From an optimization exercise on the open Yosys and OpenROAD flow, aimed at a short achievable clock period and few clock cycles; shortcuts taken in it are not production practice. Only simulation tests tie the RTL to the original design; equivalence was not proved. No activity file was given, so power comes from the tool's default toggle rates.

**flow/flow/run.sh**
```bash
#!/bin/bash
# The standard layout (standard.sh), with two changes to how it is made:
# the resizer may swap a cell for one of another footprint, and the port
# buffers are buf_4 cells (the standard flow's default is a delay buffer).
set -euo pipefail
bash standard.sh MATCH_CELL_FOOTPRINT=0 "BUFFER_PORTS_ARGS=-buffer_cell sky130_fd_sc_hd__buf_4" finish > standard_flow.log 2>&1
```
**flow/standard.sh**
```bash
#!/bin/bash
# synth_recipe.tcl (not shown) runs the flow's synth.tcl, then flattens the netlist and writes it again
# the make line also repeats each setting of config.mk as NAME=value (left out here)
make -C /OpenROAD-flow-scripts/flow DESIGN_CONFIG=/design/flow/config.mk WORK_HOME=/design/flow/orfs CLKGATE_MAP_FILE= SYNTH_SCRIPT=/design/flow/synth_recipe.tcl "${@:-finish}"
```
**flow/config.mk**
```make
export PLATFORM = sky130hd
export DESIGN_NAME = microP
export DESIGN_NICKNAME = microP
export VERILOG_FILES = /design/flow/design.v
export SDC_FILE = /design/flow/constraint.sdc
export NUM_CORES = 4
export LEC_CHECK = 0
export CAP_MARGIN = 20
export CORE_MARGIN = 2
export CORE_UTILIZATION = 40
export PLACE_DENSITY = 0.6
export SETUP_SLACK_MARGIN = 3.0
export SLEW_MARGIN = 20
export SYNTH_HIERARCHICAL = 1
export SYNTH_MINIMUM_KEEP_SIZE = 0
export TNS_END_PERCENT = 100
```
**flow/constraint.sdc**
```tcl
create_clock -name core_clock -period 5.0 [get_ports {clk}]
set_input_delay 1.0000 -clock core_clock [delete_from_list [all_inputs] [get_ports {clk}]]
set_output_delay 1.0000 -clock core_clock [all_outputs]
set_load 0.01 [all_outputs]
```
**flow/design.v**
```verilog
`timescale 1ns / 1ps
module microP(
    input clk,
    input reset,
    output [7:0] imem_addr,
    input [16:0] imem_data,
    output [7:0] dmem_addr,
    output [7:0] dmem_wdata,
    output dmem_we,
    input [7:0] dmem_rdata,
    input [7:0] data_in,
    output out_we,
    output [7:0] data_out_col,
    output [7:0] data_out_addr
    );
reg [7:0] PC;
reg [7:0] A_e, B_e;       
reg cin_e;                
reg add_e;                
reg [10:0] sel_e;         
reg [7:0] L_e;            
reg RW_e, MW_e, OW_e;
reg [2:0] DR_e;
reg [7:0] R1, R2, R3, R4, R5, R6, R7;    
wire [7:0] sum, sumn;
wire cout, coutn;
wire [7:0] p_e;
wire [7:0] g_e;
add8 ADD(.a(A_e), .b(B_e), .cin(cin_e), .s(sum), .sn(sumn), .cout(cout), .coutn(coutn), .p(p_e),
         .g(g_e));
wire [7:0] k_e;
or8 KE(.a(A_e), .b(B_e), .y(k_e));
wire [7:0] fast, fastn;
alu_fast ALUF(.A(A_e), .B(B_e), .g(g_e), .k(k_e), .p(p_e), .sel({sel_e[10], sel_e[8:0]}), .link(L_e), .ld(dmem_rdata),
              .din(data_in), .f(fast), .fn(fastn));
wire slt_e = sel_e[9];
wire [7:0] res;
mux8 RESM(.s(add_e), .a(fast | {7'd0, slt_e & coutn}), .b(sum), .y(res));
wire z_add;
sum_zero SZ(.t(p_e), .k(k_e), .cin(cin_e), .z(z_add));
assign dmem_addr = A_e;
assign dmem_wdata = B_e;
assign dmem_we = MW_e;
assign out_we = OW_e;
assign data_out_col = A_e;
assign data_out_addr = B_e;
assign imem_addr = PC;
wire [2:0] dr = imem_data[11:9];
wire [2:0] sa = imem_data[8:6];
wire [2:0] sb = imem_data[5:3];
wire [5:0] im = imem_data[5:0];
wire [7:0] PC1, target;
wire unused_c2, unused_c2n;
wire [7:0] unused_n2, unused_p2, unused_g2;
inc8 INC(.a(PC), .y(PC1));
add8 TGT(.a(PC), .b({{2{im[5]}}, im}), .cin(1'b1), .s(target), .sn(unused_n2), .cout(unused_c2), .coutn(unused_c2n), .p(unused_p2), .g(unused_g2));
wire [7:0] ra, rb, ran, rbn;
wire zr_a, zr_an, zr_b_unused, zr_bn_unused, fwd_a, fwd_b, fwd_an, fwd_bn;
reg_read RDA(.a(sa), .r1(R1), .r2(R2), .r3(R3), .r4(R4), .r5(R5), .r6(R6), .r7(R7),
             .rw_e(RW_e), .dr_e(DR_e), .q(ra), .qn(ran), .z(zr_a), .nz(zr_an), .fwd(fwd_a), .fwd_n(fwd_an));
reg_read RDB(.a(sb), .r1(R1), .r2(R2), .r3(R3), .r4(R4), .r5(R5), .r6(R6), .r7(R7),
             .rw_e(RW_e), .dr_e(DR_e), .q(rb), .qn(rbn), .z(zr_b_unused), .nz(zr_bn_unused), .fwd(fwd_b),
             .fwd_n(fwd_bn));
wire w_d, MW_d, OW_d, cin_d, add_d;
wire [10:0] pre_pc, pre_b;
wire [10:0] sel_d;
wire [7:0] imm;
decode DEC(.ins(imem_data), .reset(reset), .add_e(add_e), .slt_e(sel_e[9]),
           .w(w_d), .mw(MW_d), .ow(OW_d), .cin(cin_d), .add(add_d),
           .sel(sel_d), .imm(imm), .pre_pc(pre_pc), .pre_b(pre_b));
wire [7:0] next_pc;
pc_select PCS(.fwd_a(fwd_a), .fwd_an(fwd_an), .z_add(z_add), .zr_a(zr_a), .zr_an(zr_an),
              .pre(pre_pc), .pc(PC), .sum(sum), .ra(ra), .target(target), .pc1(PC1),
              .next_pc(next_pc));
wire [7:0] A_d, B_d;
wire [10:0] pre_a = {add_e, 1'b0, ~add_e, 1'b0, ~add_e & ~slt_e, 1'b0, slt_e, 1'b0, 1'b0, 1'b1, 1'b0};
opnd_sel OPA(.fwd(fwd_a), .fwd_n(fwd_an), .pre(pre_a),
             .cout(cout), .coutn(coutn), .sum(sum), .sumn(sumn), .fast(fast), .fastn(fastn),
             .imm(8'd0), .r(ra), .rn(ran), .q(A_d));
opnd_sel OPB(.fwd(fwd_b), .fwd_n(fwd_bn), .pre(pre_b),
             .cout(cout), .coutn(coutn), .sum(sum), .sumn(sumn), .fast(fast), .fastn(fastn),
             .imm(imm), .r(rb), .rn(rbn), .q(B_d));
always @(posedge clk) begin
    if (!reset) begin
        RW_e <= 1'b0; MW_e <= 1'b0; OW_e <= 1'b0;
    end else begin
        RW_e <= w_d && (dr != 3'd0);
        MW_e <= MW_d;
        OW_e <= OW_d;
    end
end
always @(posedge clk) begin
    PC <= next_pc;
end
always @(posedge clk) begin
    A_e <= A_d; B_e <= B_d; L_e <= PC1; cin_e <= cin_d; add_e <= add_d; sel_e <= sel_d; DR_e <= dr;
end
always @(posedge clk) begin
    if (RW_e) begin
        case (DR_e)
            3'd1: R1 <= res; 3'd2: R2 <= res; 3'd3: R3 <= res; 3'd4: R4 <= res;
            3'd5: R5 <= res; 3'd6: R6 <= res; 3'd7: R7 <= res;
            default: ;
        endcase
    end
end
endmodule
module decode(
    input [16:0] ins, input reset, input add_e, input slt_e,
    output w, output mw, output ow, output cin, output add,
    output [10:0] sel, output [7:0] imm, output [10:0] pre_pc, output [10:0] pre_b
    );
wire [3:0] H = 4'b0001 << ins[16:15];
wire [7:0] L = 8'b00000001 << ins[14:12];
wire H0 = H[0], H1 = H[1], H2 = H[2];
wire is_jmr = H0 & L[7];
wire b_z1 = (H0 & (L[2] | L[3])) | (H1 & L[3]);                  
wire b_z0 = (H0 & (L[2] | L[3])) | (H2 & L[3]);                  
wire uses_a = (L[3] & (H1 | H2)) | (H0 & L[7]);                  
assign w = (H0 & (L[1] | L[2] | L[4] | L[6])) | (H1 & ~L[3]) | (H2 & (L[1] | L[2] | L[4] | L[5]));
assign mw = H0 & L[5];                                             
assign ow = H2 & L[0];                                             
assign cin = H0 & L[1];                                            
assign add = (H0 & (L[1] | L[4])) | (H1 & (L[1] | L[7]));          
wire inv_b = (H0 & L[1]) | (H1 & L[6]);                            
wire sh = (H1 & L[0]) | (H2 & L[5]);                               
wire ori = H2 & L[4];
wire b_imm = (H0 & L[4]) | (H1 & L[1]) | sh | ori;                 
assign sel[0] = H0 & L[6];     
assign sel[1] = ori;           
assign sel[2] = H1 & L[2];     
assign sel[3] = H1 & L[4];     
assign sel[4] = H2 & L[1];     
assign sel[5] = H1 & L[0];     
assign sel[6] = H2 & L[5];     
assign sel[7] = H1 & L[5];     
assign sel[8] = H2 & L[2];     
assign sel[9] = H1 & L[6];     
assign sel[10] = H0 & L[2];    
assign imm[2:0] = ins[2:0];
assign imm[5:3] = sh ? 3'd0 : ins[5:3];
assign imm[7:6] = (sh | ori) ? 2'd0 : {2{ins[5]}};
wire en1 = reset & ~is_jmr & (~uses_a | add_e);
wire en0 = reset & ~is_jmr;
assign pre_pc = {en1 & b_z1, en1 & b_z0, en1 & ~b_z1, en1 & ~b_z0,
                 en0 & b_z1, en0 & b_z0, en0 & ~b_z1, en0 & ~b_z0,
                 reset & uses_a & ~add_e, reset & is_jmr & add_e, reset & is_jmr};
wire f = ~b_imm;
assign pre_b = {f & add_e & ~inv_b, f & add_e & inv_b, f & ~add_e & ~inv_b, f & ~add_e & inv_b,
                f & ~add_e & ~slt_e & ~inv_b, f & ~add_e & ~slt_e & inv_b,
                f & slt_e & ~inv_b, f & slt_e & inv_b, b_imm, f & ~inv_b, f & inv_b};
endmodule
module alu_fast(
    input [7:0] A, input [7:0] B, input [7:0] g, input [7:0] k, input [7:0] p,
    input [9:0] sel, input [7:0] link, input [7:0] ld, input [7:0] din,
    output [7:0] f, output [7:0] fn
    );
assign fn = ~f;
assign f =
      ({8{sel[0]}} & g)
    | ({8{sel[1]}} & k)
    | ({8{sel[2]}} & p)
    | ({8{sel[3]}} & A)
    | ({8{sel[4]}} & ~A)
    | ({8{sel[5]}} & (A << B[2:0]))
    | ({8{sel[6]}} & (A >> B[2:0]))
    | ({8{sel[7]}} & ld)
    | ({8{sel[8]}} & din)
    | ({8{sel[9]}} & link);
endmodule
module sum_zero(input [7:0] t, input [7:0] k, input cin, output z);
assign z = ~|({t[7:1], t[0]} ^ {k[6:0], cin});
endmodule
module reg_read(
    input [2:0] a,
    input [7:0] r1, input [7:0] r2, input [7:0] r3, input [7:0] r4,
    input [7:0] r5, input [7:0] r6, input [7:0] r7,
    input rw_e, input [2:0] dr_e,
    output reg [7:0] q, output [7:0] qn, output z, output nz, output fwd, output fwd_n
    );
always @(*) begin
    case (a)
        3'd1: q = r1; 3'd2: q = r2; 3'd3: q = r3; 3'd4: q = r4;
        3'd5: q = r5; 3'd6: q = r6; 3'd7: q = r7;
        default: q = 8'd0;
    endcase
end
inv8 QN(.a(q), .y(qn));
wire [7:0] rnz;
assign rnz[0] = 1'b0;
nonzero8 Z1(.a(r1), .y(rnz[1]));
nonzero8 Z2(.a(r2), .y(rnz[2]));
nonzero8 Z3(.a(r3), .y(rnz[3]));
nonzero8 Z4(.a(r4), .y(rnz[4]));
nonzero8 Z5(.a(r5), .y(rnz[5]));
nonzero8 Z6(.a(r6), .y(rnz[6]));
nonzero8 Z7(.a(r7), .y(rnz[7]));
mux8to1i TZ(.s(a), .d(rnz), .y(z));
assign nz = ~z;
assign fwd = rw_e && (dr_e == a);
assign fwd_n = ~fwd;
endmodule
module mux8to1i(input [2:0] s, input [7:0] d, output y);
wire [3:0] l1;
wire [1:0] l2;
mux1i M10(.s(s[0]), .a(d[0]), .b(d[1]), .y(l1[0]));
mux1i M11(.s(s[0]), .a(d[2]), .b(d[3]), .y(l1[1]));
mux1i M12(.s(s[0]), .a(d[4]), .b(d[5]), .y(l1[2]));
mux1i M13(.s(s[0]), .a(d[6]), .b(d[7]), .y(l1[3]));
mux1i M20(.s(s[1]), .a(l1[0]), .b(l1[1]), .y(l2[0]));
mux1i M21(.s(s[1]), .a(l1[2]), .b(l1[3]), .y(l2[1]));
mux1i M3(.s(s[2]), .a(l2[0]), .b(l2[1]), .y(y));
endmodule
module nonzero8(input [7:0] a, output y);
wire [3:0] n;
nor1 N0(.a(a[0]), .b(a[1]), .y(n[0]));
nor1 N1(.a(a[2]), .b(a[3]), .y(n[1]));
nor1 N2(.a(a[4]), .b(a[5]), .y(n[2]));
nor1 N3(.a(a[6]), .b(a[7]), .y(n[3]));
assign y = ~(n[0] & n[1] & n[2] & n[3]);
endmodule
module inv8(input [7:0] a, output [7:0] y);
assign y = ~a;
endmodule
module pc_select(
    input fwd_a, input fwd_an, input z_add, input zr_a, input zr_an, input [10:0] pre,
    input [7:0] pc, input [7:0] sum, input [7:0] ra, input [7:0] target, input [7:0] pc1,
    output [7:0] next_pc
    );
wire t1z = pre[10], t1n = pre[9], p1z = pre[8], p1n = pre[7];
wire t0z = pre[6], t0n = pre[5], p0z = pre[4], p0n = pre[3];
wire hold = fwd_a & pre[2];
wire s_sum = fwd_a & pre[1];
wire s_ra = fwd_an & pre[0];
wire t1_n, t0_n, p1_n, p0_n, s_tgt, s_pc1;
mux1i MT1(.s(z_add), .a(t1n), .b(t1z), .y(t1_n));
mux1i MP1(.s(z_add), .a(p1n), .b(p1z), .y(p1_n));
mux1i MT0(.s(zr_a), .a(t0n), .b(t0z), .y(t0_n));
mux1i MP0(.s(zr_a), .a(p0n), .b(p0z), .y(p0_n));
aoi22 MT(.a1(fwd_a), .a2(t1_n), .b1(fwd_an), .b2(t0_n), .y(s_tgt));
aoi22 MP(.a1(fwd_a), .a2(p1_n), .b1(fwd_an), .b2(p0_n), .y(s_pc1));
wire [7:0] early_n, late_n;
genvar i;
generate
    for (i = 0; i < 8; i = i + 1) begin : gb
        aoi222 E(.a1(hold), .a2(pc[i]), .b1(s_sum), .b2(sum[i]), .c1(s_ra), .c2(ra[i]),
                 .y(early_n[i]));
        aoi22 L(.a1(s_tgt), .a2(target[i]), .b1(s_pc1), .b2(pc1[i]), .y(late_n[i]));
        nand1 N(.a(early_n[i]), .b(late_n[i]), .y(next_pc[i]));
    end
endgenerate
endmodule
module opnd_sel(
    input fwd, input fwd_n, input [10:0] pre, input cout, input coutn,
    input [7:0] sum, input [7:0] sumn, input [7:0] fast, input [7:0] fastn,
    input [7:0] imm, input [7:0] r, input [7:0] rn,
    output [7:0] q
    );
wire s_sum = fwd & pre[10];
wire s_sumn = fwd & pre[9];
wire s_fast = fwd & pre[8];
wire s_fastn = fwd & pre[7];
wire s_fast0 = fwd & pre[6];
wire s_fastn0 = fwd & pre[5];
wire s_slt = fwd & pre[4];
wire s_sltn = fwd & pre[3];
wire s_imm = pre[2];
wire s_r = fwd_n & pre[1];
wire s_rn = fwd_n & pre[0];
wire [7:0] n1, n2, n3;
genvar i;
generate
    for (i = 0; i < 8; i = i + 1) begin : gb
        aoi222 E(.a1(i == 0 ? s_fast0 : s_fast), .a2(fast[i]),
                 .b1(i == 0 ? s_fastn0 : s_fastn), .b2(fastn[i]),
                 .c1(s_imm), .c2(imm[i]), .y(n1[i]));
        aoi22 R(.a1(s_r), .a2(r[i]), .b1(s_rn), .b2(rn[i]), .y(n2[i]));
        aoi22 L(.a1(s_sum), .a2(sum[i]), .b1(s_sumn), .b2(sumn[i]), .y(n3[i]));
    end
endgenerate
wire slt_n;
aoi22 S(.a1(s_slt), .a2(coutn), .b1(s_sltn), .b2(cout), .y(slt_n));
nand4m Q0(.a(n1[0]), .b(n2[0]), .c(n3[0]), .d(slt_n), .y(q[0]));
generate
    for (i = 1; i < 8; i = i + 1) begin : gq
        nand3m N(.a(n1[i]), .b(n2[i]), .c(n3[i]), .y(q[i]));
    end
endgenerate
endmodule
module nand3m(input a, input b, input c, output y);
assign y = ~(a & b & c);
endmodule
module nand4m(input a, input b, input c, input d, output y);
assign y = ~(a & b & c & d);
endmodule
module aoi222(input a1, input a2, input b1, input b2, input c1, input c2, output y);
assign y = ~((a1 & a2) | (b1 & b2) | (c1 & c2));
endmodule
module inc8(input [7:0] a, output [7:0] y);
assign y = a + 8'd1;
endmodule
module or8(input [7:0] a, input [7:0] b, output [7:0] y);
genvar i;
generate
    for (i = 0; i < 8; i = i + 1) begin : gb
        or1 U(.a(a[i]), .b(b[i]), .y(y[i]));
    end
endgenerate
endmodule
module or1(input a, input b, output y);
assign y = a | b;
endmodule
module mux1i(input s, input a, input b, output y);    
assign y = ~(s ? b : a);
endmodule
module mux1(input s, input a, input b, output y);
assign y = s ? b : a;
endmodule
module mux8(input s, input [7:0] a, input [7:0] b, output [7:0] y);
assign y = s ? b : a;
endmodule
module ao2x8(input s0, input [7:0] d0, input s1, input [7:0] d1, output [7:0] y);
assign y = ({8{s0}} & d0) | ({8{s1}} & d1);
endmodule
module ao2x1(input s0, input d0, input s1, input d1, output y);
assign y = (s0 & d0) | (s1 & d1);
endmodule
module ao3x8(input s0, input [7:0] d0, input s1, input [7:0] d1, input s2, input [7:0] d2,
             output [7:0] y);
assign y = ({8{s0}} & d0) | ({8{s1}} & d1) | ({8{s2}} & d2);
endmodule
module ao2or8(input s0, input [7:0] d0, input s1, input [7:0] d1, input [7:0] o, output [7:0] y);
genvar i;
generate
    for (i = 0; i < 8; i = i + 1) begin : b
        ao2or1 U(.s0(s0), .d0(d0[i]), .s1(s1), .d1(d1[i]), .o(o[i]), .y(y[i]));
    end
endgenerate
endmodule
module ao2or1(input s0, input d0, input s1, input d1, input o, output y);
wire n;
aoi22 A(.a1(s0), .a2(d0), .b1(s1), .b2(d1), .y(n));
assign y = ~n | o;
endmodule
module aoi22(input a1, input a2, input b1, input b2, output y);
assign y = ~((a1 & a2) | (b1 & b2));
endmodule
module xor1(input a, input b, output y);
assign y = a ^ b;
endmodule
module xnor1(input a, input b, output y);
assign y = ~(a ^ b);
endmodule
module and1(input a, input b, output y);
assign y = a & b;
endmodule
module inv1(input a, output y);
assign y = ~a;
endmodule
module aoi21(input a1, input a2, input b1, output y);    
assign y = ~((a1 & a2) | b1);
endmodule
module oai21(input a1, input a2, input b1, output y);    
assign y = ~((a1 | a2) & b1);
endmodule
module nand1(input a, input b, output y);
assign y = ~(a & b);
endmodule
module nor1(input a, input b, output y);
assign y = ~(a | b);
endmodule
module a21o1(input a1, input a2, input b1, output y);    
assign y = (a1 & a2) | b1;
endmodule
module add8(input [7:0] a, input [7:0] b, input cin,
            output [7:0] s, output [7:0] sn, output cout, output coutn, output [7:0] p,
            output [7:0] g);
genvar i;
generate
    for (i = 0; i < 8; i = i + 1) begin : pg
        xor1 X(.a(a[i]), .b(b[i]), .y(p[i]));
        and1 A(.a(a[i]), .b(b[i]), .y(g[i]));
    end
endgenerate
wire g00;
a21o1 G00(.a1(p[0]), .a2(cin), .b1(g[0]), .y(g00));
wire [7:1] g1n;
wire [7:2] p1n;
aoi21 G11(.a1(p[1]), .a2(g00), .b1(g[1]), .y(g1n[1]));    
generate
    for (i = 2; i < 8; i = i + 1) begin : l1
        aoi21 G(.a1(p[i]), .a2(g[i-1]), .b1(g[i]), .y(g1n[i]));
        nand1 P(.a(p[i]), .b(p[i-1]), .y(p1n[i]));
    end
endgenerate
wire g00n;
inv1 I00(.a(g00), .y(g00n));
wire [7:2] g2;
wire [7:4] p2;
oai21 G22(.a1(p1n[2]), .a2(g00n), .b1(g1n[2]), .y(g2[2]));    
oai21 G23(.a1(p1n[3]), .a2(g1n[1]), .b1(g1n[3]), .y(g2[3]));   
generate
    for (i = 4; i < 8; i = i + 1) begin : l2
        oai21 G(.a1(p1n[i]), .a2(g1n[i-2]), .b1(g1n[i]), .y(g2[i]));
        nor1 P(.a(p1n[i]), .b(p1n[i-2]), .y(p2[i]));
    end
endgenerate
wire c2;
inv1 I11(.a(g1n[1]), .y(c2));
wire [7:4] g3n;
aoi21 G34(.a1(p2[4]), .a2(g00), .b1(g2[4]), .y(g3n[4]));    
aoi21 G35(.a1(p2[5]), .a2(c2), .b1(g2[5]), .y(g3n[5]));     
aoi21 G36(.a1(p2[6]), .a2(g2[2]), .b1(g2[6]), .y(g3n[6]));  
aoi21 G37(.a1(p2[7]), .a2(g2[3]), .b1(g2[7]), .y(g3n[7]));  
inv1 CO(.a(g3n[7]), .y(cout));
assign coutn = g3n[7];
xor1  S0(.a(p[0]), .b(cin), .y(s[0]));      xnor1 N0(.a(p[0]), .b(cin), .y(sn[0]));
xor1  S1(.a(p[1]), .b(g00), .y(s[1]));      xnor1 N1(.a(p[1]), .b(g00), .y(sn[1]));
xnor1 S2(.a(p[2]), .b(g1n[1]), .y(s[2]));   xor1  N2(.a(p[2]), .b(g1n[1]), .y(sn[2]));
xor1  S3(.a(p[3]), .b(g2[2]), .y(s[3]));    xnor1 N3(.a(p[3]), .b(g2[2]), .y(sn[3]));
xor1  S4(.a(p[4]), .b(g2[3]), .y(s[4]));    xnor1 N4(.a(p[4]), .b(g2[3]), .y(sn[4]));
xnor1 S5(.a(p[5]), .b(g3n[4]), .y(s[5]));   xor1  N5(.a(p[5]), .b(g3n[4]), .y(sn[5]));
xnor1 S6(.a(p[6]), .b(g3n[5]), .y(s[6]));   xor1  N6(.a(p[6]), .b(g3n[5]), .y(sn[6]));
xnor1 S7(.a(p[7]), .b(g3n[6]), .y(s[7]));   xor1  N7(.a(p[7]), .b(g3n[6]), .y(sn[7]));
endmodule
```
==> flow_summary.toml, run 1 <==
[clocking]
clock_path_buffers = 2
hold_buffers = 0
insertion_delay_ns = 0.36
numCtsBuffers = 9
cts_sinks = 107
clkSlewWorstSetupHoldPaths_ns = 0.07
h-tree-depth = 3
cts_tree = "done"
clockRootBuffer = "clkbuf_16"

[global_routing]
grt_pass1_vias = 6627
overflow = 0
grt_antenna_before_repair = 0
grt_max_degree = 29
grt_pass1_wl_mm = 40.6
grtUsageTotal_pct = 24.3

[layout]
drive_gt1_share_pct = 42.3
syn2layout_area_growth_pct = 32.1
fillers = 1794
register_area_mm2 = 0.00277
nNetsFinal = 1000
n_antenna_cell = 0
multi_input_area_mm2 = 0.00574
final_core_util_pct = 53.7

[setup_path]
cp-start-kind = "input pin"
crit_path_end_kind = "flip-flop"
crit_fanout = 8
cp_data_required_time_ns = 5.24
critical_path_class = "in2reg"
arrival_ns = 2.68

[floorplan]
dieArea_mm2 = 0.0217
ios = 77
die-width_um = 147
die_h_um = 147
coreArea_mm2 = 0.0202
rows = 52
initial_utilization_pct = 40.7

[timing]
hold_violations = 0
tns_ns = 0
relSlewSlack_pct = 47.1
hold_ws_ns = 0.514
worstMarginPinSlew_ns = 0.791
rsz0062_at_grt = "yes"
fmaxAchievable_ghz = 0.408
min_period_over_period_pct = 49.0
setup_viol = 0
fin_crit_ns = 2.45
fin_skew_ns = 0.0133
setup_ws_ns = 2.55
report.final.slew_viol_count = 0

[run_status]
status = "timing/DRC/antenna clean"

[place]
place_congestion = 0.888
dp_hpwl_mm = 19.6
portBuffers = 76
pre_cts_slack_ns = 1.79

[route]
num_vias = 7367
via_per_inst = 5.96
ant_nets = 0
wl_per_cell_um = 22.3
firstDrtPassIters = 9
routed_wl_mm = 27.5
drc = 0
drt_iter0_drc = 1088

[power]
ir_drop_mv = 0.177
p_leak_nw = 4.13
power_density_mw_per_mm2 = 285

[job]
cap_violations = 0

[synthesis]
synth_cells = 828
yosysWarnings = 8
netlist_area_mm2 = 0.00821
avgSynthCellArea_um2 = 9.91

[min_path]
hold_class = "reg2reg"
==> path summary, 6_finish.rpt <==
kind | end | slack (ns) | start | cells past startpoint
setup / recovery | PC[1] | 2.55 | imem_data[15] | 11
hold / removal | L_e[0] | 0.51 | PC[0] | 1
setup reg to reg | PC[1] | 2.58 | A_e[6] | 9
hold reg to reg | L_e[0] | 0.51 | PC[0] | 1
==> power by group <==
group	switching, mW	internal (mW)
Combinational	0.698	0.603
Clock	0.326	0.342
Sequential	0.118	0.999
==> per-stage QoR <==
stage / cell area (um2) / instances / power [mW]
6_report: 10800 / 1236 / 3.09
5_1_grt: 10800 / 1236 / 3.20
4_1_cts: 10300 / 1197 / 2.91
3_5_place_dp: 9060 / 1136 / 2.06
3_3_place_gp: 9060 / 1136 / 2.07
2_1_floorplan: 8580 / 850 / 1.78
==> critical path: stages <==
cell        delay (ns)
buf_8             0.08
clkinvlp_4        0.11
ha_4              0.29
mux2i_4           0.07
o311ai_4          0.28
nor3_1            0.08
mux2i_1           0.24
a22oi_2           0.14
buf_12            0.16
a22oi_2           0.17
nand2_1           0.07
==> registers in the layout (all words and copies together) (netlist names), 3 cells and up <==
name   cells
R7         8
R4         8
R5         8
R2         8
sel_e     11
B_e        8
PC         8
A_e        8
R6         8
L_e        8
DR_e       3
R1         8
R3         8
==> area by class of cell <==
class	count	share of cell area, %
multi-input cells	650	53.0
inverters	32	1.41
flip-flops and latches	107	25.5
repair inverters	1	0.0693
well taps	270	3.12
repair buffers	160	14.4
clock inverters	5	0.346
clock buffers	11	2.15
==> routing by layer <==
layer  track usage [%]  vias up  routed length [um]
li1                  -     3362                   -
met1              35.6     3660               12300
met2              38.9      311               12900
met3              3.01       34                1910
met4              4.71        0                 418
met5                 0        -                   0
==> timing repair <==
item | CTS | global route
setup buffers | 44 | 37
pin swaps | 43 | 27
gates resized for setup | 140 | 44
endpoints found under the setup margin | 120 | 102
cloned | 1 | 2
==> cell usage in the layout (no fill, tap or decap), types with 7 or more instances in the layout <==
cell type and instances:
xor2_4 8, dfxtp_4 14, nor3_1 8, a221oi_1 9, inv_1 28, a211oi_1 25
nor2_1 64, mux4_2 7, buf_4 103, mux2_4 17, a22oi_1 7, nand4_1 22
o21ai_1 9, and2_1 34, and2_4 8, edfxtp_1 56, dfxtp_1 27, xnor2_1 25
mux2_2 9, xor2_1 21, a21oi_2 21, nand3_1 20, buf_12 8, a22oi_2 61
a221oi_2 8, conb_1 25, nand2b_1 8, mux2i_1 41, dfxtp_2 10, a222oi_1 24
clkbuf_16 11, nor2b_1 22, nand2_1 42, buf_6 41
Testbench counts, summed over its fixed seeds: cycles 47,008.
==> run 2: changes to the inputs <==
--- a/flow/design.v
+++ b/flow/design.v
@@ -16,2 +16,8 @@
 reg [7:0] PC;
+reg [16:0] IR;            
+reg v_id;                 
+reg stall_q;              
+reg [7:0] PC_id;          
+reg [7:0] P1_id;          
+reg [7:0] ALT_id;         
 reg [7:0] A_e, B_e;       
@@ -20,2 +26,3 @@
 reg [10:0] sel_e;         
+reg [14:0] sd_e;          
 reg [7:0] L_e;            
@@ -33,4 +40,6 @@
 wire [7:0] fast, fastn;
-alu_fast ALUF(.A(A_e), .B(B_e), .g(g_e), .k(k_e), .p(p_e), .sel({sel_e[10], sel_e[8:0]}), .link(L_e), .ld(dmem_rdata),
-              .din(data_in), .f(fast), .fn(fastn));
+wire [7:0] shifted;
+shifter SH(.a(A_e), .sd(sd_e), .y(shifted));
+alu_fast ALUF(.A(A_e), .g(g_e), .k(k_e), .p(p_e), .sh(shifted), .sel({sel_e[10], sel_e[8:0]}),
+              .link(L_e), .ld(dmem_rdata), .din(data_in), .f(fast), .fn(fastn));
 wire slt_e = sel_e[9];
@@ -47,6 +56,2 @@
 assign imem_addr = PC;
-wire [2:0] dr = imem_data[11:9];
-wire [2:0] sa = imem_data[8:6];
-wire [2:0] sb = imem_data[5:3];
-wire [5:0] im = imem_data[5:0];
 wire [7:0] PC1, target;
@@ -55,3 +60,11 @@
 inc8 INC(.a(PC), .y(PC1));
-add8 TGT(.a(PC), .b({{2{im[5]}}, im}), .cin(1'b1), .s(target), .sn(unused_n2), .cout(unused_c2), .coutn(unused_c2n), .p(unused_p2), .g(unused_g2));
+add8 TGT(.a(PC), .b({{2{imem_data[5]}}, imem_data[5:0]}), .cin(1'b1), .s(target),
+         .sn(unused_n2), .cout(unused_c2), .coutn(unused_c2n), .p(unused_p2), .g(unused_g2));
+wire pred_if;
+predict PRD(.op(imem_data[16:12]), .back(imem_data[5]), .taken(pred_if));
+wire [7:0] alt_if;
+mux8 ALTM(.s(pred_if), .a(target), .b(PC1), .y(alt_if));
+wire [2:0] dr = IR[11:9];
+wire [2:0] sa = IR[8:6];
+wire [2:0] sb = IR[5:3];
 wire [7:0] ra, rb, ran, rbn;
@@ -59,16 +72,28 @@
 reg_read RDA(.a(sa), .r1(R1), .r2(R2), .r3(R3), .r4(R4), .r5(R5), .r6(R6), .r7(R7),
-             .rw_e(RW_e), .dr_e(DR_e), .q(ra), .qn(ran), .z(zr_a), .nz(zr_an), .fwd(fwd_a), .fwd_n(fwd_an));
+             .rw_e(RW_e), .dr_e(DR_e), .q(ra), .qn(ran), .z(zr_a), .nz(zr_an), .fwd(fwd_a),
+             .fwd_n(fwd_an));
 reg_read RDB(.a(sb), .r1(R1), .r2(R2), .r3(R3), .r4(R4), .r5(R5), .r6(R6), .r7(R7),
-             .rw_e(RW_e), .dr_e(DR_e), .q(rb), .qn(rbn), .z(zr_b_unused), .nz(zr_bn_unused), .fwd(fwd_b),
-             .fwd_n(fwd_bn));
-wire w_d, MW_d, OW_d, cin_d, add_d;
-wire [10:0] pre_pc, pre_b;
+             .rw_e(RW_e), .dr_e(DR_e), .q(rb), .qn(rbn), .z(zr_b_unused), .nz(zr_bn_unused),
+             .fwd(fwd_b), .fwd_n(fwd_bn));
+wire w_d, MW_d, OW_d, cin_d, add_d, is_jmr, pred_id;
+wire [5:0] pre_r;
+wire [10:0] pre_b;
 wire [10:0] sel_d;
+wire [14:0] sd_d;
 wire [7:0] imm;
-decode DEC(.ins(imem_data), .reset(reset), .add_e(add_e), .slt_e(sel_e[9]),
-           .w(w_d), .mw(MW_d), .ow(OW_d), .cin(cin_d), .add(add_d),
-           .sel(sel_d), .imm(imm), .pre_pc(pre_pc), .pre_b(pre_b));
+decode DEC(.ins(IR), .ok(reset & v_id), .add_e(add_e), .slt_e(slt_e),
+           .w(w_d), .mw(MW_d), .ow(OW_d), .cin(cin_d), .add(add_d), .is_jmr(is_jmr),
+           .pred(pred_id), .sel(sel_d), .sd(sd_d), .imm(imm), .pre_r(pre_r), .pre_b(pre_b));
+wire stall = stall_q & v_id & reset;
+wire stall_next;
+stall_ahead SA(.ins(imem_data), .ir(IR), .ok(reset & v_id & ~stall), .y(stall_next));
+wire redirect;
+id_ctl CTL(.pre(pre_r), .stall(stall), .fwd_a(fwd_a), .z_add(z_add), .zr_a(zr_a),
+           .redirect(redirect));
+wire [7:0] rpc_n;
+rpc_sel RPC(.jmr_f(is_jmr & fwd_a), .jmr_r(is_jmr & fwd_an), .other(~is_jmr),
+            .sum(sum), .ra(ra), .alt(ALT_id), .y_n(rpc_n));
 wire [7:0] next_pc;
-pc_select PCS(.fwd_a(fwd_a), .fwd_an(fwd_an), .z_add(z_add), .zr_a(zr_a), .zr_an(zr_an),
-              .pre(pre_pc), .pc(PC), .sum(sum), .ra(ra), .target(target), .pc1(PC1),
+pc_select PCS(.hold(stall), .t(reset & ~stall & pred_if), .p(reset & ~stall & ~pred_if),
+              .redirect(redirect), .pc(PC_id), .target(target), .pc1(PC1), .rpc_n(rpc_n),
               .next_pc(next_pc));
@@ -83,15 +108,20 @@
 always @(posedge clk) begin
-    if (!reset) begin
-        RW_e <= 1'b0; MW_e <= 1'b0; OW_e <= 1'b0;
-    end else begin
-        RW_e <= w_d && (dr != 3'd0);
-        MW_e <= MW_d;
-        OW_e <= OW_d;
-    end
+    PC <= next_pc;
 end
 always @(posedge clk) begin
-    PC <= next_pc;
+    stall_q <= stall_next;
+    v_id <= reset & ~stall & ~redirect;
+    IR <= imem_data;
+    PC_id <= PC;
+    P1_id <= PC1;
+    ALT_id <= alt_if;
+end
+always @(posedge clk) begin
+    RW_e <= w_d && (dr != 3'd0);
+    MW_e <= MW_d;
+    OW_e <= OW_d;
 end
 always @(posedge clk) begin
-    A_e <= A_d; B_e <= B_d; L_e <= PC1; cin_e <= cin_d; add_e <= add_d; sel_e <= sel_d; DR_e <= dr;
+    A_e <= A_d; B_e <= B_d; L_e <= P1_id; sd_e <= sd_d; cin_e <= cin_d; add_e <= add_d; sel_e <= sel_d;
+    DR_e <= dr;
 end
@@ -107,6 +137,10 @@
 endmodule
+module predict(input [4:0] op, input back, output taken);
+assign taken = (op == 5'd2) || (op == 5'd3) || (((op == 5'd11) || (op == 5'd19)) && back);
+endmodule
 module decode(
-    input [16:0] ins, input reset, input add_e, input slt_e,
-    output w, output mw, output ow, output cin, output add,
-    output [10:0] sel, output [7:0] imm, output [10:0] pre_pc, output [10:0] pre_b
+    input [16:0] ins, input ok, input add_e, input slt_e,
+    output w, output mw, output ow, output cin, output add, output is_jmr, output pred,
+    output [10:0] sel, output [14:0] sd, output [7:0] imm, output [5:0] pre_r,
+    output [10:0] pre_b
     );
@@ -115,9 +149,16 @@
 wire H0 = H[0], H1 = H[1], H2 = H[2];
-wire is_jmr = H0 & L[7];
-wire b_z1 = (H0 & (L[2] | L[3])) | (H1 & L[3]);                  
-wire b_z0 = (H0 & (L[2] | L[3])) | (H2 & L[3]);                  
-wire uses_a = (L[3] & (H1 | H2)) | (H0 & L[7]);                  
-assign w = (H0 & (L[1] | L[2] | L[4] | L[6])) | (H1 & ~L[3]) | (H2 & (L[1] | L[2] | L[4] | L[5]));
-assign mw = H0 & L[5];                                             
-assign ow = H2 & L[0];                                             
+wire bz = H1 & L[3], bnz = H2 & L[3];
+wire jmr = H0 & L[7];
+assign is_jmr = jmr;
+assign pred = (H0 & (L[2] | L[3])) | ((bz | bnz) & ins[5]);
+wire uses_a = bz | bnz | jmr;
+wire hold_pre = ok & uses_a & ~add_e;
+wire go = ok & ~(uses_a & ~add_e);       
+wire mis1 = (bz & ~pred) | (bnz & pred);
+wire mis0 = (bz & pred) | (bnz & ~pred);
+assign pre_r = {hold_pre, go & (jmr | mis1), go & (jmr | mis0),
+                ok & (jmr | mis1), ok & (jmr | mis0), ok & uses_a};    
+wire wv = (H0 & (L[1] | L[2] | L[4] | L[6])) | (H1 & ~L[3]) | (H2 & (L[1] | L[2] | L[4] | L[5]));
+wire mwv = H0 & L[5];                                              
+wire owv = H2 & L[0];                                              
 assign cin = H0 & L[1];                                            
@@ -125,5 +166,9 @@
 wire inv_b = (H0 & L[1]) | (H1 & L[6]);                            
-wire sh = (H1 & L[0]) | (H2 & L[5]);                               
+wire lsl = H1 & L[0], lsr = H2 & L[5], mov = H1 & L[4];
 wire ori = H2 & L[4];
-wire b_imm = (H0 & L[4]) | (H1 & L[1]) | sh | ori;                 
+wire b_imm = (H0 & L[4]) | (H1 & L[1]) | ori;                      
+wire [7:0] amt = 8'b00000001 << ins[2:0];
+assign sd = {amt[7:1] & {7{lsl}}, (amt[0] & (lsl | lsr)) | mov,
+             amt[1] & lsr, amt[2] & lsr, amt[3] & lsr, amt[4] & lsr, amt[5] & lsr, amt[6] & lsr,
+             amt[7] & lsr};
 assign sel[0] = H0 & L[6];     
@@ -131,6 +176,6 @@
 assign sel[2] = H1 & L[2];     
-assign sel[3] = H1 & L[4];     
+assign sel[3] = lsl | lsr | mov;     
 assign sel[4] = H2 & L[1];     
-assign sel[5] = H1 & L[0];     
-assign sel[6] = H2 & L[5];     
+assign sel[5] = 1'b0;
+assign sel[6] = 1'b0;
 assign sel[7] = H1 & L[5];     
@@ -139,10 +184,4 @@
 assign sel[10] = H0 & L[2];    
-assign imm[2:0] = ins[2:0];
-assign imm[5:3] = sh ? 3'd0 : ins[5:3];
-assign imm[7:6] = (sh | ori) ? 2'd0 : {2{ins[5]}};
-wire en1 = reset & ~is_jmr & (~uses_a | add_e);
-wire en0 = reset & ~is_jmr;
-assign pre_pc = {en1 & b_z1, en1 & b_z0, en1 & ~b_z1, en1 & ~b_z0,
-                 en0 & b_z1, en0 & b_z0, en0 & ~b_z1, en0 & ~b_z0,
-                 reset & uses_a & ~add_e, reset & is_jmr & add_e, reset & is_jmr};
+assign imm[5:0] = ins[5:0];
+assign imm[7:6] = ori ? 2'd0 : {2{ins[5]}};
 wire f = ~b_imm;
@@ -151,5 +190,8 @@
                 f & slt_e & ~inv_b, f & slt_e & inv_b, b_imm, f & ~inv_b, f & inv_b};
+assign w = ok & wv;
+assign mw = ok & mwv;
+assign ow = ok & owv;
 endmodule
 module alu_fast(
-    input [7:0] A, input [7:0] B, input [7:0] g, input [7:0] k, input [7:0] p,
+    input [7:0] A, input [7:0] g, input [7:0] k, input [7:0] p, input [7:0] sh,
     input [9:0] sel, input [7:0] link, input [7:0] ld, input [7:0] din,
@@ -162,6 +204,4 @@
     | ({8{sel[2]}} & p)
-    | ({8{sel[3]}} & A)
+    | ({8{sel[3]}} & sh)
     | ({8{sel[4]}} & ~A)
-    | ({8{sel[5]}} & (A << B[2:0]))
-    | ({8{sel[6]}} & (A >> B[2:0]))
     | ({8{sel[7]}} & ld)
@@ -170,2 +210,14 @@
 endmodule
+module shifter(input [7:0] a, input [14:0] sd, output [7:0] y);
+genvar i, j;
+generate
+    for (i = 0; i < 8; i = i + 1) begin : gb
+        wire [7:0] t;
+        for (j = 0; j < 8; j = j + 1) begin : gt
+            assign t[j] = sd[i - j + 7] & a[j];
+        end
+        assign y[i] = |t;
+    end
+endgenerate
+endmodule
 module sum_zero(input [7:0] t, input [7:0] k, input cin, output z);
@@ -225,19 +277,7 @@
 module pc_select(
-    input fwd_a, input fwd_an, input z_add, input zr_a, input zr_an, input [10:0] pre,
-    input [7:0] pc, input [7:0] sum, input [7:0] ra, input [7:0] target, input [7:0] pc1,
+    input hold, input t, input p, input redirect,
+    input [7:0] pc, input [7:0] target, input [7:0] pc1, input [7:0] rpc_n,
     output [7:0] next_pc
     );
-wire t1z = pre[10], t1n = pre[9], p1z = pre[8], p1n = pre[7];
-wire t0z = pre[6], t0n = pre[5], p0z = pre[4], p0n = pre[3];
-wire hold = fwd_a & pre[2];
-wire s_sum = fwd_a & pre[1];
-wire s_ra = fwd_an & pre[0];
-wire t1_n, t0_n, p1_n, p0_n, s_tgt, s_pc1;
-mux1i MT1(.s(z_add), .a(t1n), .b(t1z), .y(t1_n));
-mux1i MP1(.s(z_add), .a(p1n), .b(p1z), .y(p1_n));
-mux1i MT0(.s(zr_a), .a(t0n), .b(t0z), .y(t0_n));
-mux1i MP0(.s(zr_a), .a(p0n), .b(p0z), .y(p0_n));
-aoi22 MT(.a1(fwd_a), .a2(t1_n), .b1(fwd_an), .b2(t0_n), .y(s_tgt));
-aoi22 MP(.a1(fwd_a), .a2(p1_n), .b1(fwd_an), .b2(p0_n), .y(s_pc1));
-wire [7:0] early_n, late_n;
+wire [7:0] r, x_n;
 genvar i;
@@ -245,6 +285,33 @@
     for (i = 0; i < 8; i = i + 1) begin : gb
-        aoi222 E(.a1(hold), .a2(pc[i]), .b1(s_sum), .b2(sum[i]), .c1(s_ra), .c2(ra[i]),
-                 .y(early_n[i]));
-        aoi22 L(.a1(s_tgt), .a2(target[i]), .b1(s_pc1), .b2(pc1[i]), .y(late_n[i]));
-        nand1 N(.a(early_n[i]), .b(late_n[i]), .y(next_pc[i]));
+        ao22 R(.a1(hold), .a2(pc[i]), .b1(p), .b2(pc1[i]), .y(r[i]));
+        mux1i X(.s(t), .a(r[i]), .b(target[i]), .y(x_n[i]));
+        mux1i M(.s(redirect), .a(x_n[i]), .b(rpc_n[i]), .y(next_pc[i]));
+    end
+endgenerate
+endmodule
+module id_ctl(input [5:0] pre, input stall, input fwd_a, input z_add, input zr_a,
+              output redirect);
+wire r1 = pre[2] & ~stall, r0 = pre[1] & ~stall;
+wire rf_n, rr_n;
+mux1i MF(.s(z_add), .a(r0), .b(r1), .y(rf_n));
+mux1i MR(.s(zr_a), .a(r0), .b(r1), .y(rr_n));
+mux1i M(.s(fwd_a), .a(rr_n), .b(rf_n), .y(redirect));
+endmodule
+module stall_ahead(input [16:0] ins, input [16:0] ir, input ok, output y);
+wire [4:0] op = ins[16:12];
+wire uses_a = (op == 5'd11) || (op == 5'd19) || (op == 5'd7);
+wire [4:0] eop = ir[16:12];
+wire ew = (eop == 5'd2) || (eop == 5'd6) || (eop == 5'd8) || (eop == 5'd10) || (eop == 5'd12) ||
+          (eop == 5'd13) || (eop == 5'd14) || (eop == 5'd17) || (eop == 5'd18) ||
+          (eop == 5'd20) || (eop == 5'd21);
+assign y = ok & uses_a & ew & (ir[11:9] != 3'd0) & (ir[11:9] == ins[8:6]);
+endmodule
+module rpc_sel(input jmr_f, input jmr_r, input other,
+               input [7:0] sum, input [7:0] ra, input [7:0] alt, output [7:0] y_n);
+wire [7:0] q;
+genvar i;
+generate
+    for (i = 0; i < 8; i = i + 1) begin : gb
+        ao22 Q(.a1(jmr_r), .a2(ra[i]), .b1(other), .b2(alt[i]), .y(q[i]));
+        mux1i A(.s(jmr_f), .a(q[i]), .b(sum[i]), .y(y_n[i]));
     end
@@ -273,6 +340,5 @@
     for (i = 0; i < 8; i = i + 1) begin : gb
-        aoi222 E(.a1(i == 0 ? s_fast0 : s_fast), .a2(fast[i]),
-                 .b1(i == 0 ? s_fastn0 : s_fastn), .b2(fastn[i]),
-                 .c1(s_imm), .c2(imm[i]), .y(n1[i]));
-        aoi22 R(.a1(s_r), .a2(r[i]), .b1(s_rn), .b2(rn[i]), .y(n2[i]));
+        aoi22 E(.a1(i == 0 ? s_fast0 : s_fast), .a2(fast[i]),
+                .b1(i == 0 ? s_fastn0 : s_fastn), .b2(fastn[i]), .y(n1[i]));
+        aoi222 R(.a1(s_r), .a2(r[i]), .b1(s_rn), .b2(rn[i]), .c1(s_imm), .c2(imm[i]), .y(n2[i]));
         aoi22 L(.a1(s_sum), .a2(sum[i]), .b1(s_sumn), .b2(sumn[i]), .y(n3[i]));
@@ -344,2 +410,5 @@
 endmodule
+module ao22(input a1, input a2, input b1, input b2, output y);
+assign y = (a1 & a2) | (b1 & b2);
+endmodule
 module aoi22(input a1, input a2, input b1, input b2, output y);
==> run 2 against run 1 <==
Still clean on timing, DRC and antenna. Worst setup slack better by 0.24 ns. Sequential share of layout area up 4.9 points. Clock-buffer cell count up 9. Critical path type is now reg2reg. Via count up 11%.
==> flow_summary.toml, run 2 <==
[run_status]
status = "timing/DRC/antenna clean"

[job]
cap_violations = 0

[route]
drt_iter0_drc = 813
ant_nets = 0
wl_per_cell_um = 21.1
via_per_inst = 5.71
num_vias = 8181
drc = 0
firstDrtPassIters = 8
routed_wl_mm = 30.2

[setup_path]
cp-start-kind = "flip-flop"
crit_path_end_kind = "flip-flop"
critical_path_class = "reg2reg"
cp_data_required_time_ns = 5.31
crit_fanout = 9
arrival_ns = 2.53

[layout]
final_common_cell = "buf_4"
syn2layout_area_growth_pct = 32.5
top_register = "IR"
nNetsFinal = 1132
n_antenna_cell = 0
most-common-layout-cells = "130 x buf_4, 75 x dfxtp_1, 57 x a22oi_2"
drive_gt1_share_pct = 43.6
fillers = 2056
top_regs = "IR (17), sd_e (15), sel_e (9)"
stdcell_area_mm2 = 0.0129
largest_reg_flops = 17

[synthesis]
yosysWarnings = 8
avgSynthCellArea_um2 = 10.5
synth_cells = 933
netlist_area_mm2 = 0.00976

[clocking]
cts_sinks = 163
insertion_delay_ns = 0.44
numCtsBuffers = 17
h-tree-depth = 4
hold_buffers = 0
cts_tree = "done"
clkSlewWorstSetupHoldPaths_ns = 0.06
clockRootBuffer = "clkbuf_16"
clock_path_buffers = 2

[global_routing]
grtUsageTotal_pct = 22.8
overflow = 0
grt_pass1_wl_mm = 45.1
grt_pass1_vias = 7851
grt_max_degree = 23
grt_antenna_before_repair = 0

[power]
power_frac_seq_pct = 38.7
power_density_mw_per_mm2 = 319
ir_drop_mv = 0.222
p_sw_mw = 1.30
p_int_mw = 2.82
clock_power_share_pct = 30.6
p_comb_share_pct = 30.7
p_leak_nw = 4.88
switching_share_pct = 31.6

[floorplan]
initial_utilization_pct = 40.4
die_h_um = 160
ios = 77
coreArea_mm2 = 0.0242
rows = 57
die-width_um = 160
dieArea_mm2 = 0.0257

[timing]
hold_violations = 0
min_period_over_period_pct = 44.2
worstMarginPinSlew_ns = 0.871
fmaxAchievable_ghz = 0.452
report.final.slew_viol_count = 0
relSlewSlack_pct = 41.7
fin_skew_ns = 0.0120
setup_viol = 0
fin_crit_ns = 2.21
rsz0062_at_grt = "yes"
tns_ns = 0

[place]
dp_hpwl_mm = 20.7
placed_area_mm2 = 0.0105
portBuffers = 76
place_congestion = 0.903

[min_path]
hold_class = "reg2reg"
## run 2: worst paths after layout
check / from / end / slack (ns) / depth (start not counted)
worst max-delay path: B_e[0] / PC[0] / 2.79 / 8
worst max register to register: B_e[0] / PC[0] / 2.79 / 8
worst min register to register: P1_id[2] / L_e[2] / 0.32 / 0
worst min-delay path: P1_id[2] / L_e[2] / 0.32 / 0
## run 2: worst max-delay path, cell delays in order, from the launching register on
cell     delay, ns
dfxtp_4       0.37
xor2_4        0.20
xnor2_1       0.32
nand4_1       0.25
nor2_2        0.27
mux2i_2       0.28
mux2i_4       0.11
buf_12        0.16
mux2i_2       0.14
## run 2: routing by layer
| metal | part of all wire (%) | vias to the layer above | track usage [%] |
|---|---|---|---|
| met5 | 0 | - | 0 |
| met4 | 2.2 | 0 | 6.59 |
| met3 | 5.9 | 52 | 3.48 |
| met2 | 48 | 334 | 37.4 |
| met1 | 44 | 4010 | 31.3 |
| li1 | - | 3785 | - |
## run 2: power groups by stage
stage / sequential (mW) / combinational [mW] / clock (mW)
5_1_grt: 1.61 / 1.34 / 1.33
6_report: 1.60 / 1.27 / 1.26
2_1_floorplan: 1.58 / 0.639 / 0
4_1_cts: 1.60 / 1.06 / 1.27
3_5_place_dp: 1.63 / 0.817 / 0
3_3_place_gp: 1.63 / 0.813 / 0
## run 2: what timing repair did
item	CTS	global route
setup endpoints to repair	127	112
resized for setup	152	91
pin swaps	46	58
gates cloned	3	1
buffers inserted	69	36
## run 2: layout make-up
| class | instances | area (um2) | area share, % |
|---|---|---|---|
| clock inverters | 12 | 106 | 0.822 |
| inverters | 40 | 153 | 1.18 |
| repair buffers | 193 | 1850 | 14.3 |
| clock buffers | 20 | 457 | 3.53 |
| well taps | 324 | 405 | 3.13 |
| multi-input cells | 681 | 6030 | 46.6 |
| flip-flops and latches | 163 | 3940 | 30.4 |
## run 2: metrics by stage
| stage | power, mW | hold slack [ns] | util (%) | setup WS, ns | std cells |
|---|---|---|---|---|---|
| final | 4.12 | 0.325 | 53.5 | 2.79 | 1433 |
| after global routing | 4.27 | 0.333 | 53.5 | 2.78 | 1433 |
| after CTS | 3.93 | 0.327 | 50.6 | 2.85 | 1396 |
| after detailed placement | 2.44 | 0.313 | 43.2 | 1.62 | 1292 |
| after global placement | 2.44 | 0.310 | 43.2 | 1.76 | 1292 |
| after floorplan | 2.21 | 0.310 | - | 2.71 | 955 |
Testbench counts of run 2, summed over its fixed seeds: cycles 51,042.
==> run 3: changes to the inputs <==
--- a/flow/design.v
+++ b/flow/design.v
@@ -70,8 +70,10 @@
 wire [7:0] ra, rb, ran, rbn;
+wire [7:0] rnz, rnz_unused;
 wire zr_a, zr_an, zr_b_unused, zr_bn_unused, fwd_a, fwd_b, fwd_an, fwd_bn;
 reg_read RDA(.a(sa), .r1(R1), .r2(R2), .r3(R3), .r4(R4), .r5(R5), .r6(R6), .r7(R7),
-             .rw_e(RW_e), .dr_e(DR_e), .q(ra), .qn(ran), .z(zr_a), .nz(zr_an), .fwd(fwd_a),
-             .fwd_n(fwd_an));
+             .rw_e(RW_e), .dr_e(DR_e), .q(ra), .qn(ran), .z(zr_a), .nz(zr_an), .rnz(rnz),
+             .fwd(fwd_a), .fwd_n(fwd_an));
 reg_read RDB(.a(sb), .r1(R1), .r2(R2), .r3(R3), .r4(R4), .r5(R5), .r6(R6), .r7(R7),
              .rw_e(RW_e), .dr_e(DR_e), .q(rb), .qn(rbn), .z(zr_b_unused), .nz(zr_bn_unused),
+             .rnz(rnz_unused),
              .fwd(fwd_b), .fwd_n(fwd_bn));
@@ -96,3 +98,4 @@
 wire [7:0] next_pc;
-pc_select PCS(.hold(stall), .t(reset & ~stall & pred_if), .p(reset & ~stall & ~pred_if),
+wire en_if = reset & ~stall;
+pc_select PCS(.hold(stall), .t(en_if & pred_if), .p(en_if & ~pred_if),
               .redirect(redirect), .pc(PC_id), .target(target), .pc1(PC1), .rpc_n(rpc_n),
@@ -138,3 +141,11 @@
 module predict(input [4:0] op, input back, output taken);
-assign taken = (op == 5'd2) || (op == 5'd3) || (((op == 5'd11) || (op == 5'd19)) && back);
+wire jg, bg, hx, any;
+nor1 J(.a(op[4]), .b(op[3]), .y(jg));
+xor1 X(.a(op[4]), .b(op[3]), .y(hx));
+and3m B(.a(op[0]), .b(back), .c(hx), .y(bg));
+or1 O(.a(jg), .b(bg), .y(any));
+and3m T(.a(~op[2]), .b(op[1]), .c(any), .y(taken));
+endmodule
+module and3m(input a, input b, input c, output y);
+assign y = a & b & c;
 endmodule
@@ -230,3 +241,4 @@
     input rw_e, input [2:0] dr_e,
-    output reg [7:0] q, output [7:0] qn, output z, output nz, output fwd, output fwd_n
+    output reg [7:0] q, output [7:0] qn, output z, output nz, output [7:0] rnz,
+    output fwd, output fwd_n
     );
@@ -240,3 +252,2 @@
 inv8 QN(.a(q), .y(qn));
-wire [7:0] rnz;
 assign rnz[0] = 1'b0;
@@ -282,2 +293,4 @@
 wire [7:0] r, x_n;
+wire redirect_n;
+inv1 RN(.a(redirect), .y(redirect_n));
 genvar i;
@@ -286,4 +299,4 @@
         ao22 R(.a1(hold), .a2(pc[i]), .b1(p), .b2(pc1[i]), .y(r[i]));
-        mux1i X(.s(t), .a(r[i]), .b(target[i]), .y(x_n[i]));
-        mux1i M(.s(redirect), .a(x_n[i]), .b(rpc_n[i]), .y(next_pc[i]));
+        aoi21 X(.a1(t), .a2(target[i]), .b1(r[i]), .y(x_n[i]));
+        aoi22 M(.a1(redirect), .a2(rpc_n[i]), .b1(redirect_n), .b2(x_n[i]), .y(next_pc[i]));
     end
==> run 3 against run 2 <==
Still clean. Fmax is 2.2% higher. Core utilization up 0.63 points. Via count is 1.9% higher. Register-to-register slack better by 0.05 ns. Clock-buffer cell count down 1. Synthesized area up 0.19%. Sequential power about the same. Worst setup slack better by 0.047 ns. Die area up 0.19%. Hold slack worse by 0.00091 ns. Clock power increased by 6%.
==> flow_summary.toml, run 3 <==
[run_status]
status = "timing/DRC/antenna clean"

[route]
wl_per_cell_um = 21.7
drc = 0
drt_iter0_drc = 873
firstDrtPassIters = 8
num_vias = 8335
ant_nets = 0
via_per_inst = 5.70
routed_wl_mm = 31.7

[power]
p_int_mw = 2.88
p_sw_mw = 1.36
switching_share_pct = 32.1
clock_power_share_pct = 31.4
p_leak_nw = 5.04
power_density_mw_per_mm2 = 323
p_comb_share_pct = 30.7
totalPowerFinal_mw = 4.23
ir_drop_mv = 0.244
power_frac_seq_pct = 37.9

[timing]
fin_skew_ns = 0.0129
relSlewSlack_pct = 36.9
report.final.slew_viol_count = 0
hold_violations = 0
worstMarginPinSlew_ns = 0.944
min_period_over_period_pct = 43.3
fmaxAchievable_ghz = 0.462
tns_ns = 0
fin_crit_ns = 2.16
setup_viol = 0
rsz0062_at_grt = "yes"

[layout]
nNetsFinal = 1161
largest_reg_flops = 17
final_core_util_pct = 54.2
drive_gt1_share_pct = 46.0
most-common-layout-cells = "167 x buf_4, 73 x dfxtp_1, 67 x a22oi_2"
n_antenna_cell = 0
top_regs = "IR (17), sd_e (15), sel_e (9)"
final_common_cell = "buf_4"
stdcell_area_mm2 = 0.0131
fillers = 2026
register_area_mm2 = 0.00395
top_register = "IR"
syn2layout_area_growth_pct = 33.8
multi_input_area_mm2 = 0.00605
final_cells = 1462

[global_routing]
grt_pass1_vias = 7802
grt_pass1_wl_mm = 46.8
overflow = 0
grt_max_degree = 23
grt_antenna_before_repair = 0
grtUsageTotal_pct = 23.6

[place]
portBuffers = 76
placed_area_mm2 = 0.0105
dp_hpwl_mm = 21.5
place_congestion = 0.904
placed_cells = 1291

[floorplan]
die_h_um = 160
ios = 77
rows = 57
dieArea_mm2 = 0.0257
die-width_um = 160
coreArea_mm2 = 0.0242
initial_utilization_pct = 40.5

[setup_path]
r2r_start = "A_e[0]"
arrival_ns = 2.52
cp_data_required_time_ns = 5.36
crit_fanout = 7
cp-start-kind = "flip-flop"
critical_path_class = "reg2reg"
crit_path_end_kind = "flip-flop"
reg2reg_depth = 8
crit_start = "A_e[0]"

[clocking]
clkSlewWorstSetupHoldPaths_ns = 0.07
clock_path_buffers = 2
cts_sinks = 163
cts_tree = "done"
insertion_delay_ns = 0.45
h-tree-depth = 4
clockRootBuffer = "clkbuf_16"
numCtsBuffers = 17

[synthesis]
avgSynthCellArea_um2 = 10.4
netlist_area_mm2 = 0.00978
synth_cells = 937
yosysWarnings = 8

[min_path]
min_from = "P1_id[1]"
hold_class = "reg2reg"
min_path_cells = 0

[job]
cap_violations = 0
-- run 3: repair_timing --
item / 4_1_cts / 5_1_grt
hold buffers: 0 / 0
endpoints found under the setup margin: 127 / 108
pin swaps: 55 / 53
gates resized for setup: 146 / 77
cloned: 2 / 1
setup buffers: 69 / 67
-- run 3: per-layer routing --
metal	up-vias	GRT usage, %	share of wire [%]
li1	3852	-	-
met1	4040	33.1	43
met2	396	37.7	47
met3	47	3.80	7.2
met4	0	6.63	2.0
met5	-	0	0
-- run 3: critical path, stage by stage, from the launching register on --
cell	delay, ns
dfxtp_4	0.38
xor2_4	0.20
xnor2_1	0.31
nand4_1	0.22
nor2_2	0.18
mux2i_1	0.29
mux2i_4	0.16
buf_12	0.17
a22oi_2	0.16
-- run 3: power groups by stage --
stage / clock [mW] / sequential (mW) / combinational [mW]
final: 1.33 / 1.60 / 1.30
after detailed placement: 0 / 1.64 / 0.819
after global placement: 0 / 1.65 / 0.814
after CTS: 1.34 / 1.61 / 1.08
after floorplan: 0 / 1.58 / 0.654
after global routing: 1.40 / 1.62 / 1.37
-- run 3: path summary, 6_finish.rpt --
path / to / slack (ns)
max: PC[4] / 2.84
min: L_e[1] / 0.32
max reg2reg: PC[4] / 2.84
min reg2reg: L_e[1] / 0.32
-- run 3: cell type report --
cell class | instances | area share [%]
clock buffer | 19 | 3.38
clock inverter | 13 | 1.14
inverter | 42 | 1.24
multi-input combinational | 683 | 46.2
sequential | 163 | 30.1
tap | 324 | 3.10
timing repair buffer | 218 | 14.8
-- run 3: through the flow --
stage | hold WS (ns) | setup WS [ns]
6_report | 0.324 | 2.84
3_5_place_dp | 0.313 | 2.00
4_1_cts | 0.325 | 2.89
3_3_place_gp | 0.312 | 2.07
2_1_floorplan | 0.310 | 2.78
5_1_grt | 0.337 | 2.77
Testbench counts of run 3, summed over its fixed seeds: cycles 51,042.
==> run 4: changes to the inputs <==
--- a/flow/design.v
+++ b/flow/design.v
@@ -92,3 +92,3 @@
 wire redirect;
-id_ctl CTL(.pre(pre_r), .stall(stall), .fwd_a(fwd_a), .z_add(z_add), .zr_a(zr_a),
+id_ctl CTL(.pre(pre_r), .stall(stall), .fwd_a(fwd_a), .z_add(z_add), .sa(sa), .rnz(rnz),
            .redirect(redirect));
@@ -304,8 +304,16 @@
 endmodule
-module id_ctl(input [5:0] pre, input stall, input fwd_a, input z_add, input zr_a,
-              output redirect);
+module id_ctl(input [5:0] pre, input stall, input fwd_a, input z_add, input [2:0] sa,
+              input [7:0] rnz, output redirect);
 wire r1 = pre[2] & ~stall, r0 = pre[1] & ~stall;
-wire rf_n, rr_n;
+wire rf_n, rr, rr_n;
 mux1i MF(.s(z_add), .a(r0), .b(r1), .y(rf_n));
-mux1i MR(.s(zr_a), .a(r0), .b(r1), .y(rr_n));
+wire [7:0] leaf_n;
+genvar i;
+generate
+    for (i = 0; i < 8; i = i + 1) begin : gl
+        mux1i L(.s(rnz[i]), .a(r1), .b(r0), .y(leaf_n[i]));
+    end
+endgenerate
+mux8to1i T(.s(sa), .d(leaf_n), .y(rr));
+inv1 I(.a(rr), .y(rr_n));
 mux1i M(.s(fwd_a), .a(rr_n), .b(rf_n), .y(redirect));
==> run 4 against run 3 <==
Still clean. Sequential cell count is the same. Hold slack improved by 0.0041 ns. Register-to-register slack worse by 0.38 ns. Critical path depth up 6. First-iteration DRC count rose by 11%. Non-clock buffer count decreased by 17. Routed wire length up 0.38%. Critical path type is now in2reg. Largest cell class unchanged.
==> flow_summary.toml, run 4 <==
[run_status]
status = "timing/DRC/antenna clean"

[clocking]
clkSlewWorstSetupHoldPaths_ns = 0.07
hold_buffers = 0
clockRootBuffer = "clkbuf_16"
clock_path_buffers = 2
cts_tree = "done"
h-tree-depth = 4
numCtsBuffers = 17
insertion_delay_ns = 0.44
cts_sinks = 163

[layout]
final_common_cell = "buf_4"
drive_gt1_share_pct = 44.4
top_register = "IR"
most-common-layout-cells = "150 x buf_4, 71 x dfxtp_1, 69 x a22oi_2"
nNetsFinal = 1154
fillers = 2122
n_antenna_cell = 0
top_regs = "IR (17), sd_e (15), sel_e (9)"
syn2layout_area_growth_pct = 32.6
largest_reg_flops = 17
register_area_mm2 = 0.00395
multi_input_area_mm2 = 0.00612

[power]
p_leak_nw = 5.04
power_frac_seq_pct = 37.8
clock_power_share_pct = 32.1
switching_share_pct = 32.6
p_comb_share_pct = 30.2
power_density_mw_per_mm2 = 323
ir_drop_mv = 0.233
p_sw_mw = 1.38
p_int_mw = 2.85

[global_routing]
grtUsageTotal_pct = 24.0
grt_pass1_vias = 7928
grt_max_degree = 22
grt_antenna_before_repair = 0
overflow = 0
grt_pass1_wl_mm = 47.4

[route]
num_vias = 8443
via_per_inst = 5.80
firstDrtPassIters = 6
drt_iter0_drc = 971
drc = 0
ant_nets = 0
wl_per_cell_um = 21.9
routed_wl_mm = 31.8

[timing]
worstMarginPinSlew_ns = 0.795
min_period_over_period_pct = 51.5
fin_crit_ns = 2.57
hold_violations = 0
setup_ws_ns = 2.43
rsz0062_at_grt = "yes"
fmaxAchievable_ghz = 0.388
fin_skew_ns = 0.0145
relSlewSlack_pct = 46.8
setup_viol = 0
report.final.slew_viol_count = 0
tns_ns = 0

[job]
cap_violations = 0

[floorplan]
coreArea_mm2 = 0.0242
dieArea_mm2 = 0.0259
ios = 77
die-width_um = 161
initial_utilization_pct = 40.7
rows = 57
die_h_um = 161

[setup_path]
cp-start-kind = "input pin"
cp_data_required_time_ns = 5.31
critical_path_class = "in2reg"
arrival_ns = 2.88
crit_fanout = 5
ff2ff_setup_slack_ns = 2.46
crit_path_end_kind = "flip-flop"

[synthesis]
yosysWarnings = 8
netlist_area_mm2 = 0.00986
synth_cells = 946
avgSynthCellArea_um2 = 10.4

[min_path]
hold_class = "reg2reg"

[place]
pre_cts_slack_ns = 1.70
portBuffers = 76
place_congestion = 0.850
dp_hpwl_mm = 22.1
## run 4: cell types whose count changed in the layout (fill, tap and decap cells not counted), sizes merged
cell | previous run | this run
inv | 46 | 50
clkbuf | 23 | 24
clkinvlp | 3 | 1
nor2b | 23 | 25
mux2i | 32 | 39
buf | 214 | 195
## run 4: final cells by class
class / count / area share, %
flip-flops and latches: 163 / 30.2
repair buffers: 201 / 13.9
multi-input cells: 692 / 46.8
clock inverters: 14 / 1.18
inverters: 43 / 1.33
well taps: 324 / 3.10
clock buffers: 18 / 3.44
## run 4: through the flow
| step | total power, mW | area [um2] | instances | util (%) | hold WS [ns] |
|---|---|---|---|---|---|
| floorplan | 2.24 | 10100 | 968 | - | 0.310 |
| global placement | 2.48 | 10600 | 1302 | 43.5 | 0.312 |
| detailed placement | 2.49 | 10600 | 1302 | 43.5 | 0.312 |
| CTS | 4.04 | 12300 | 1404 | 50.7 | 0.328 |
| global route | 4.38 | 13100 | 1455 | 53.9 | 0.339 |
| finish | 4.23 | 13100 | 1455 | 53.9 | 0.328 |
## run 4: critical path: stages
cell and delay (ns):
buf_6 0.07, and2_4 0.16, nand3_4 0.11, nor2_4 0.14, nor2b_4 0.21, mux2i_1 0.13, mux2i_1 0.21, mux2i_1 0.10
mux2i_1 0.13, inv_1 0.08, mux2i_4 0.20, buf_12 0.16, buf_4 0.11, a22oi_2 0.07
## run 4: power groups by stage
stage                     clock network, mW  registers [mW]  logic [mW]
after floorplan                           0            1.58       0.663
after global placement                    0            1.64       0.843
after detailed placement                  0            1.64       0.844
after CTS                              1.37            1.60        1.07
after global routing                   1.43            1.61        1.35
final                                  1.36            1.60        1.28
## run 4: final timing paths
| check | from | end | cells past startpoint |
|---|---|---|---|
| hold reg to reg | P1_id[2] | L_e[2] | 0 |
| hold / removal | P1_id[2] | L_e[2] | 0 |
| setup / recovery | reset | PC[2] | 14 |
| setup reg to reg | IR[16] | PC[2] | 14 |
## run 4: timing repair
item / CTS / global route
setup buffers: 67 / 48
pin swaps: 27 / 63
endpoints found under the setup margin: 125 / 119
cloned: 3 / 3
gates resized for setup: 152 / 77
## run 4: per-layer routing
metal / global-route usage [%] / vias up / wire (um)
met2: 38.0 / 422 / 14700
li1: - / 3855 / -
met4: 7.95 / 0 / 893
met3: 4.03 / 58 / 2210
met5: 0 / - / 0
met1: 33.4 / 4108 / 14000
Testbench counts of run 4, summed over its fixed seeds: cycles 51,042.

==> what the ideal ports hide <==
In the flow no input, the clock included, has a driving cell. The finished layouts below were timed again as built, in two steps.
Step 1 (the two cells are an assumption about what drives the block):
set clk [get_ports {clk}]
set_driving_cell -lib_cell sky130_fd_sc_hd__clkbuf_16 $clk
set_driving_cell -lib_cell sky130_fd_sc_hd__buf_2 [delete_from_list [all_inputs] $clk]
Step 2 adds t to the input delays and takes it off the output delays; t is the mean of the earliest and latest rising clock arrival at the registers after step 1. Input paths then give back, and output paths get back, about the clock's delay inside the block.
Three values: ideal ports, drivers, drivers and shift; two values: the first two.
run | shift t [ns] | setup WS [ns] | worst setup path after step 2 | worst slew at a driven data input, ns
run 1 | 0.396 | 2.551 / 2.544 / 2.149 | input to register | 0.17
run 2 | 0.479 | 2.788 / 2.788 / 2.408 | input to register | 0.04
run 3 | 0.484 | 2.835 / 2.831 / 2.471 | input to register | 0.04
run 4 | 0.476 | 2.425 / 2.431 / 1.955 | input to register | 0.04
After both steps every run listed still meets setup and hold. For run 4, which loses most, drivers alone change the setup slack by +0.006 ns; drivers and shift together by -0.470 ns.
